What follows belongs to an exercise in optimizing a design on an open flow for small area; a production flow would make more cautious choices. Function was checked by simulation only, so behaviour that the tests miss may differ from the original.

== the baseline ==
Design radix_4, start of the top module:
module radix_4#(
    parameter WIDTH=26
)(
    input clk, start, rst_n,
    input signed [WIDTH-1:0] A_r, A_i, B_r, B_i, C_r, C_i, D_r, D_i,
    input signed [15:0] W0_r, W0_i, W1_r, W1_i, W2_r, W2_i,
    output reg done,
    output signed [WIDTH+1:0] Q0_r, Q0_i, Q1_r, Q1_i, Q2_r, Q2_i, Q3_r, Q3_i
);
reg [1:0] valid;
always @(posedge clk or negedge rst_n)
    if (!rst_n) begin
        valid <= 2'b0;
        done  <= 1'b0;
    end else begin
        valid <= {valid[0], start};
        done  <= valid[1];
    end
wire [26:0] m0_r, m0_i, m1_r, m1_i, m2_r, m2_i;
cmult U0(.xr(B_r), .xi(B_i), .wr(W0_r), .wi(W0_i), .zr(m0_r), .zi(m0_i));
cmult U1(.xr(C_r), .xi(C_i), .wr(W1_r), .wi(W1_i), .zr(m1_r), .zi(m1_i));
cmult U2(.xr(D_r), .xi(D_i), .wr(W2_r), .wi(W2_i), .zr(m2_r), .zi(m2_i));
wire [26:1] a2_r, a2_i;
inc2 i0 (.a(A_r[25:1]), .s(a2_r));
inc2 i1 (.a(A_i[25:1]), .s(a2_i));
reg [26:0] z0_r, z0_i, z1_r, z1_i, z2_r, z2_i, ap_r, ap_i;
always @(posedge clk) begin
    z0_r <= m0_r; z0_i <= m0_i;
    z1_r <= m1_r; z1_i <= m1_i;
    z2_r <= m2_r; z2_i <= m2_i;
    ap_r <= {a2_r, A_r[0]}; ap_i <= {a2_i, A_i[0]};
end
wire [27:0] t1_r, t1_i, t2_r, t2_i, t3_r, t3_i, t4_r, t4_i;
bf_add0 a0 (.a({ap_r[26], ap_r}), .b({z1_r[26], z1_r}), .s(t1_r));
bf_add0 a1 (.a({ap_i[26], ap_i}), .b({z1_i[26], z1_i}), .s(t1_i));
bf_add1 a2 (.a({ap_r[26], ap_r}), .b(~{z1_r[26], z1_r}), .s(t3_r));
bf_add1 a3 (.a({ap_i[26], ap_i}), .b(~{z1_i[26], z1_i}), .s(t3_i));
bf_add0 a4 (.a({z0_r[26], z0_r}), .b({z2_r[26], z2_r}), .s(t2_r));
bf_add0 a5 (.a({z0_i[26], z0_i}), .b({z2_i[26], z2_i}), .s(t2_i));
bf_add1 a6 (.a({z0_r[26], z0_r}), .b(~{z2_r[26], z2_r}), .s(t4_r));
bf_add1 a7 (.a({z0_i[26], z0_i}), .b(~{z2_i[26], z2_i}), .s(t4_i));
reg [27:0] u1_r, u1_i, u2_r, u2_i, u3_r, u3_i, u4_r, u4_i;
always @(posedge clk) begin
    u1_r <= t1_r; u1_i <= t1_i; u2_r <= t2_r; u2_i <= t2_i;
    u3_r <= t3_r; u3_i <= t3_i; u4_r <= t4_r; u4_i <= t4_i;
  ...
Size in the first run: ~9900 cells after synthesis, ~660 flip-flops, about 530 I/O pins.
Settings: LEC_CHECK=0, CAP_MARGIN=20, CORE_MARGIN=2, CORE_UTILIZATION=55, CTS_BUF_LIST=sky130_fd_sc_hd__clkbuf_4, PLACE_DENSITY=0.7, SLEW_MARGIN=20, SYNTH_HIERARCHICAL=1, SYNTH_MINIMUM_KEEP_SIZE=0; clock period 13.0 ns.
standard.sh (not shown) runs the stock make flow with config.mk's settings and CLKGATE_MAP_FILE= SYNTH_SCRIPT=/design/flow/synth_recipe.tcl, a recipe that flattens the netlist after the stock synthesis.
==> flow/flow/run.sh <==
#!/bin/bash
# The standard layout (the standard.sh: unchanged synthesis and steps),
# with the plain sky130_fd_sc_hd__buf_1 as the buffer on every input and
# output port instead of the cell buffer_ports picks by default.
set -e
export BUFFER_PORTS_ARGS="-buffer_cell sky130_fd_sc_hd__buf_1"
bash standard.sh > standard.log 2>&1
The baseline reached the end of the flow, and the finished layout is clean on the timing, DRC and antenna checks.
> inputs changed (the baseline -> the candidate)
==> flow/run.sh (new file) <==
#!/bin/bash
# synth_recipe.tcl (not shown) runs the flow's synth.tcl, then flattens the netlist and writes it again
# the make line also repeats each setting of config.mk as NAME=value (left out here)
make -C /OpenROAD-flow-scripts/flow DESIGN_CONFIG=/design/flow/config.mk WORK_HOME=/design/flow/orfs CLKGATE_MAP_FILE= SYNTH_SCRIPT=/design/flow/synth_recipe.tcl finish
diff --git a/flow/config.mk b/flow/config.mk
--- a/flow/config.mk
+++ b/flow/config.mk
@@ -9,5 +9,5 @@
 export CORE_MARGIN = 2
-export CORE_UTILIZATION = 55
-export CTS_BUF_LIST = sky130_fd_sc_hd__clkbuf_4
-export PLACE_DENSITY = 0.7
+export CORE_UTILIZATION = 70
+export CTS_BUF_LIST = sky130_fd_sc_hd__clkbuf_8
+export PLACE_DENSITY = 0.8
 export SLEW_MARGIN = 20
removed: flow/flow/run.sh
removed: flow/standard.sh
==> comparison <==
In the candidate, the worst setup margin came out 0.61 ns below the value in the baseline.
Summary: with the baseline as the reference, number of filler instances in the final layout in the candidate moved down by more than a quarter.
Initial core utilization is higher on the candidate
Relative to the baseline, global-route usage over all layers has increased by 17 points in the candidate.

[re-timing with driven ports]
How much do the figures lean on ideal ports? The routed layouts below were timed once more, with nothing changed but the port constraints.
Step 1, drivers: a clkbuf_16 drives clk and a buf_2 each remaining input, both assumed.
Step 2 also shifts input and output timing later by t, the mid clock arrival at the registers, as if the neighbouring blocks saw the same clock.
Three values: no drivers, after step 1, after step 2; two values: the first two.
run	t, ns	setup slack, ns	worst setup path after step 2
the baseline	1.238	0.750 / 0.750 / -0.199	input to register
the candidate	0.941	0.145 / 0.145 / -0.700	input to register
With both steps, setup timing fails in the baseline and the candidate, where it was met with ideal ports. The setup slack of the baseline, which loses most, moves by 0.000 ns with the drivers and by -0.949 ns with both steps.
